Source: an optimization exercise on an open RTL-to-GDS flow (aim: small area). Production flows keep margins and buffers that such runs may drop.
At most, simulation tests tie the RTL to the original design; equivalence was not proved.
Power and IR drop assume default switching activity.

## calc
module calc(input wire clk,
            input wire btnac,
            input wire btnl,
            input wire btnr,
            input wire btnc,
            input wire btnd,
            input wire [15:0] sw,
            output wire [15:0] led);
    reg [15:0] acc;
    reg        btnc_d;
    reg [4:0]  cnt;
    reg        s7;       
    reg        cf;       
    assign led = acc;
    wire press = btnc & ~btnc_d;
    wire act   = press | (cnt != 5'd0);
    wire [1:0] hL, hC, hR, hYE, hP, hNN;
    wire CE, fill, mul, lsl;
    wire [2:0] op = {btnl, btnr, btnd};
    wire clr_n = ~btnac;
    wire a = acc[15];
    wire l = op[2], r = op[1], d = op[0];
    wire [3:0] k = cnt[4:1];
    wire ph  = cnt[0];
    wire big = |sw[15:5];
    wire kz  = (k == 4'd0);
    wire k1  = (k == 4'd1);
    wire k2  = (k == 4'd2);
    wire sh      = ~l & ~r;
    assign lsl   = sh & d;
    wire addsub  = ~l & r;
    wire sub     = addsub & d;
    assign mul   = l & ~r & ~d;
    wire logic_  = l & (r | d);
    wire nn      = l & (r ^ d);
    wire nor_    = l & ~r & d;
    wire [5:0] lt;
    assign lt[0] = 1'b0;
    genvar j;
    for (j = 0; j < 5; j = j + 1) begin : g_lt
        assign lt[j+1] = (~cnt[j] & sw[j]) | (~cnt[j] & lt[j]) | (sw[j] & lt[j]);
    end
    wire shgo = ~big & lt[5];
    wire clr  = sh & (big | (d & sw[4]));
    wire R    = sh & ~d & shgo;
    wire L    = mul | (lsl & shgo);
    wire YE   = (mul & a & (k[3] | ~ph)) | (addsub & k1) | (logic_ & kz);
    assign CE = (mul & a) | (addsub & k1);
    wire P    = (sub & (kz | k2)) | (nor_ & kz);
    wire NN   = nn & kz;
    assign fill = a & ~cnt[4];
    wire run = act & clr_n;
    wire lo  = run & (sh | ~ph);
    wire hi  = run & (sh | ph);
    wire nc  = clr | L | R;
    assign hL  = {hi & L,  lo & L};
    assign hR  = {hi & R,  lo & R};
    assign hC  = {clr_n & ~(hi & nc), clr_n & ~(lo & nc)};
    assign hYE = {hi & YE, lo & YE};
    assign hP  = {hi & P,  lo & P};
  ...
==> flow/config.mk <==
export PLATFORM = sky130hd
export DESIGN_NAME = calc
export DESIGN_NICKNAME = calc
export VERILOG_FILES = /design/flow/design.v
export SDC_FILE = /design/flow/constraint.sdc
export NUM_CORES = 4
export LEC_CHECK = 0
export ABC_AREA = 0
export ABC_CLOCK_PERIOD_IN_PS = 10000
export CAP_MARGIN = 20
export CORE_MARGIN = 2
export CORE_UTILIZATION = 60
export CTS_BUF_LIST = sky130_fd_sc_hd__clkbuf_8
export SLEW_MARGIN = 20
export SYNTH_HIERARCHICAL = 1
export SYNTH_MINIMUM_KEEP_SIZE = 0
==> flow/constraint.sdc <==
create_clock -name core_clock -period 10.0 [get_ports {clk}]
set_input_delay 2.0000 -clock core_clock [delete_from_list [all_inputs] [get_ports {clk}]]
set_output_delay 2.0000 -clock core_clock [all_outputs]
set_load 0.01 [all_outputs]
standard.sh (not shown) runs the stock make flow with config.mk's settings and CLKGATE_MAP_FILE= SYNTH_SCRIPT=/design/flow/synth_recipe.tcl, a recipe that flattens the netlist after the stock synthesis.
==> flow/flow/run.sh <==
#!/bin/bash
# Standard layout, with three changes: the port buffers are the smallest
# buffer cell, after floorplan every combinational cell gets the smallest
# drive strength that keeps timing (flow/downsize.tcl), and clock tree
# synthesis uses clkbuf_8 without a dummy load.
export BUFFER_PORTS_ARGS="-buffer_cell sky130_fd_sc_hd__buf_1"
export POST_FLOORPLAN_TCL="$PWD/flow/downsize.tcl"
export CTS_ARGS="-sink_clustering_enable -repair_clock_nets -dont_use_dummy_load -buf_list sky130_fd_sc_hd__clkbuf_16 -sink_clustering_size 30 -sink_clustering_max_diameter 500"
bash standard.sh > standard.log 2>&1
==> flow/flow/downsize.tcl <==
# Run at the end of floorplan: give every combinational cell the smallest
# drive strength of its kind (drive 1) unless that lowers the worst setup
# slack by more than 20 ps.
set base_ws [sta::worst_slack_cmd max]
set n 0
foreach inst [get_cells *] {
  set ref [get_property $inst ref_name]
  if {![regexp {^(sky130_fd_sc_hd__[a-z0-9]+)_([0-9]+)$} $ref -> base drv]} { continue }
  if {[regexp {df|dl|clk|tap|fill|decap|conb|buf|inv} $base]} { continue }
  if {$drv <= 1} { continue }
  set cand [get_lib_cells -quiet */${base}_1]
  if {[llength $cand] == 0} { continue }
  replace_cell $inst [lindex $cand 0]
  if {[sta::worst_slack_cmd max] < $base_ws - 20e-12} {
    replace_cell $inst [lindex [get_lib_cells */$ref] 0]
  } else {
    incr n
  }
}
puts "downsize: $n cells set to drive 1, worst slack [sta::worst_slack_cmd max] (was $base_ws)"
Edit:
--- a/flow/flow/run.sh
+++ b/flow/flow/run.sh
@@ -8 +8 @@
-export CTS_ARGS="-sink_clustering_enable -repair_clock_nets -dont_use_dummy_load -buf_list sky130_fd_sc_hd__clkbuf_16 -sink_clustering_size 30 -sink_clustering_max_diameter 500"
+export CTS_ARGS="-sink_clustering_enable -repair_clock_nets -dont_use_dummy_load -buf_list sky130_fd_sc_hd__clkbuf_8"
Result: The changed run went through all stages and came out clean; setup slack is better by 0.052 ns; area after synthesis stays the same; fmax is higher slightly; first-iteration DRC count is lower by a few percent; via count barely changes; hold slack is about the same; final cell count is unchanged; utilization is lower by 1.1 points.
Edit:
--- a/flow/flow/run.sh
+++ b/flow/flow/run.sh
@@ -8 +8 @@
-export CTS_ARGS="-sink_clustering_enable -repair_clock_nets -dont_use_dummy_load -buf_list sky130_fd_sc_hd__clkbuf_8"
+export CTS_ARGS="-repair_clock_nets -dont_use_dummy_load -buf_list sky130_fd_sc_hd__clkbuf_8"
Result: The new run finished clean. Total power is unchanged. Count of clock-buffer cells in the layout does not change. Setup slack stays the same. Clock skew is unchanged. Sequential share of layout area stays the same. Die area stays the same. Wire length is unchanged. Via count is unchanged. Critical path depth is unchanged. Cell area does not change.

---

## oak
The RTL this note starts from:
==> flow/design.v <==
module calc(input wire clk,
            input wire btnac,
            input wire btnl,
            input wire btnr,
            input wire btnc,
            input wire btnd,
            input wire [15:0] sw,
            output wire [15:0] led);
    reg [15:0] acc;
    reg        btnc_d;
    reg [4:0]  cnt;
    reg        s7;       
    reg        cf;       
    assign led = acc;
    wire press = btnc & ~btnc_d;
    wire act   = press | (cnt != 5'd0);
    wire [1:0] hL, hC, hR, hYE, hP, hNN;
    wire CE, fill, mul, lsl;
    wire [2:0] op = {btnl, btnr, btnd};
    wire clr_n = ~btnac;
    wire a = acc[15];
    wire l = op[2], r = op[1], d = op[0];
    wire [3:0] k = cnt[4:1];
    wire ph  = cnt[0];
    wire big = |sw[15:5];
    wire kz  = (k == 4'd0);
    wire k1  = (k == 4'd1);
    wire k2  = (k == 4'd2);
    wire sh      = ~l & ~r;
    assign lsl   = sh & d;
    wire addsub  = ~l & r;
    wire sub     = addsub & d;
    assign mul   = l & ~r & ~d;
    wire logic_  = l & (r | d);
    wire nn      = l & (r ^ d);
    wire nor_    = l & ~r & d;
    wire [5:0] lt;
    assign lt[0] = 1'b0;
    genvar j;
    for (j = 0; j < 5; j = j + 1) begin : g_lt
        assign lt[j+1] = (~cnt[j] & sw[j]) | (~cnt[j] & lt[j]) | (sw[j] & lt[j]);
    end
    wire shgo = ~big & lt[5];
    wire clr  = sh & (big | (d & sw[4]));
    wire R    = sh & ~d & shgo;
    wire L    = mul | (lsl & shgo);
    wire YE   = (mul & a) | (addsub & k1) | (logic_ & kz);
    assign CE = (mul & a) | (addsub & k1);
    wire P    = (sub & (kz | k2)) | (nor_ & kz);
    wire NN   = nn & kz;
    assign fill = a & ~cnt[4];
    wire run = act & clr_n;
    wire lo  = run & (sh | ~ph);
    wire hi  = run & (sh | ph);
    wire nc  = clr | L | R;
    assign hL  = {hi & L,  lo & L};
    assign hR  = {hi & R,  lo & R};
    assign hC  = {clr_n & ~(hi & nc), clr_n & ~(lo & nc)};
    assign hYE = {hi & YE, lo & YE};
    assign hP  = {hi & P,  lo & P};
    assign hNN = {hi & NN, lo & NN};
    wire [3:0] k_m = cnt[4:1];
    wire [15:0] ge;
    wire [3:0] kp = k_m | {4{~mul}};
    wire [3:0] t2 = {kp[1] & kp[0], kp[1], kp[1] | kp[0], 1'b1};
    wire [7:0] t3 = {t2 & {4{kp[2]}}, t2 | {4{kp[2]}}};
    assign ge = {t3 & {8{kp[3]}}, t3 | {8{kp[3]}}};
    wire [16:0] cn;      
    wire [15:0] nxt;
    wire c8n;
    assign cn[0] = ~hP[0];
    assign cn[8] = ~((cf & ~btnac) | hP[1]);
    genvar i;
    for (i = 0; i < 16; i = i + 1) begin : g_bit
        localparam integer H = i / 8;
        wire con;
        calc_bit u_bit (.xl((i == 0) ? 1'b0 : (i == 8) ? (lsl ? acc[7] : s7) : acc[i-1]), .xc(acc[i]),
                        .xr((i == 15) ? fill : acc[i+1]),
                        .sl(hL[H]), .sc(hC[H]), .sr(hR[H]), .b(sw[i]), .g(ge[i]), .ye(hYE[H]),
                        .cin_n(cn[i]), .nn(hNN[H]), .gn((i == 15) ? 1'b0 : ge[i+1]), .ce(CE),
                        .p(hP[H]), .q(nxt[i]), .cout_n(con));
        if (i == 7) begin : g_c7
            assign c8n = ~con;
        end else if (i != 15) begin : g_c
            assign cn[i+1] = con;
        end
    end
    always @(posedge clk) begin
        btnc_d <= btnc;
        s7 <= acc[7];
        cf <= c8n;
        if (btnac) cnt <= 5'd0;
        else if (act) cnt <= cnt + 5'd1;
        acc <= nxt;
    end
endmodule
module calc_bit(input wire xl, xc, xr, sl, sc, sr, b, g, ye, cin_n, nn, gn, ce, p,
                output wire q, cout_n);
    wire xn = ~((sl & xl) | (sc & xc) | (sr & xr));
    wire yn = ~(b & g & ye);
    wire sn = xn ^ yn ^ cin_n;
    wire con = (xn & yn) | (xn & cin_n) | (yn & cin_n);
    assign q = nn ? con : ~sn;
    assign cout_n = ~((~con & gn & ce) | p);
endmodule
Settings: LEC_CHECK=0, ABC_AREA=0, ABC_CLOCK_PERIOD_IN_PS=10000, CAP_MARGIN=20, CORE_MARGIN=2, CORE_UTILIZATION=60, CTS_BUF_LIST=sky130_fd_sc_hd__clkbuf_8, SLEW_MARGIN=20, SYNTH_HIERARCHICAL=1, SYNTH_MINIMUM_KEEP_SIZE=0; clock period 10.0 ns.
==> flow/flow/run.sh <==
#!/bin/bash
# Standard layout, with two changes: the port buffers are the smallest
# buffer cell, and after floorplan every combinational cell gets the smallest
# drive strength that keeps timing (flow/downsize.tcl).
export BUFFER_PORTS_ARGS="-buffer_cell sky130_fd_sc_hd__buf_1"
export POST_FLOORPLAN_TCL="$PWD/flow/downsize.tcl"
export CTS_ARGS="-sink_clustering_enable -repair_clock_nets -dont_use_dummy_load -buf_list sky130_fd_sc_hd__clkbuf_8 -sink_clustering_size 30 -sink_clustering_max_diameter 300"
bash standard.sh > standard.log 2>&1
Scripts as last shown in full above: flow/flow/downsize.tcl
diff inputs: oak => pine
--- a/flow/flow/run.sh
+++ b/flow/flow/run.sh
@@ -7 +6,0 @@
-export CTS_ARGS="-sink_clustering_enable -repair_clock_nets -dont_use_dummy_load -buf_list sky130_fd_sc_hd__clkbuf_8 -sink_clustering_size 30 -sink_clustering_max_diameter 300"
Notes after the runs:
pine completed; timing, DRC and antenna clean
Going from oak to pine, share of final-layout standard cells stronger than drive strength 1 grows by 0.37 points.
Comparing oak and pine, sequential share of layout area is lower on pine.
Leakage power of the design: higher on pine
Going from oak to pine, register-to-register slack now sits lower, shortest clock period the worst path allows after layout now larger, area of all placed cells without fillers higher.
Inputs modified between pine and birch:
--- a/flow/flow/run.sh
+++ b/flow/flow/run.sh
@@ -6,0 +7 @@
+export CTS_ARGS="-sink_clustering_enable -repair_clock_nets -dont_use_dummy_load -buf_list sky130_fd_sc_hd__clkbuf_8"
Notes after the runs:
birch: PASS, flow complete, no timing, DRC or antenna violations. Compared with pine, birch shows net switching power figure that has gone down slightly. On global-route wire length before repair, birch tracks pine almost exactly. pine → birch: register clock-pin slew on the reported worst setup and hold paths flat; total power draw down 6.8%; total clock network power down 34%; total via count after detailed routing up 0.47%; utilization down 0.98 points. Comparing relative area of clock buffers and inverters in the final design for birch and pine, the bigger number came from pine. pine -> birch: number of buffers inserted to repair setup after CTS delta 0, exact match.
Function was not checked in any run of this note: the RTL went through the layout flow alone.

-- static timing again, ports no longer ideal --
Ports are ideal in the flow. The routed layouts listed here were re-timed in OpenROAD. Step 1 assumes that a clkbuf_16 drives the clock port and a buf_2 every other input. Step 2 adds t to the input delays and takes it off the output delays; t is the mean of the earliest and latest rising clock arrival at the registers after step 1. Input paths then give back, and output paths get back, about the clock's delay inside the block. Three values: ideal ports, drivers, drivers and shift; two values: the first two.
run | shift t [ns] | setup WS [ns] | worst hold slack (ns) | latest minus earliest clock arrival (ns)
the first run of note 1 | 0.283 | 1.571 / 1.581 / 1.297 | 0.394 / 0.394 / 0.394 | 0.001 / 0.001
the second run of note 1 | 0.290 | 1.622 / 1.628 / 1.338 | 0.397 / 0.397 / 0.397 | 0.004 / 0.004
the third run of note 1 | 0.290 | 1.622 / 1.628 / 1.338 | 0.397 / 0.397 / 0.397 | 0.004 / 0.004
oak | 0.286 | 1.256 / 1.257 / 0.971 | 0.409 / 0.409 / 0.409 | 0.014 / 0.014
pine | 0.294 | 1.247 / 1.248 / 0.954 | 0.409 / 0.409 / 0.409 | 0.006 / 0.005
birch | 0.286 | 1.256 / 1.257 / 0.971 | 0.409 / 0.409 / 0.409 | 0.014 / 0.014
After both steps setup and hold are still met in every run listed. The setup slack of pine, which loses most, moves by +0.001 ns with the drivers and by -0.293 ns with both steps.
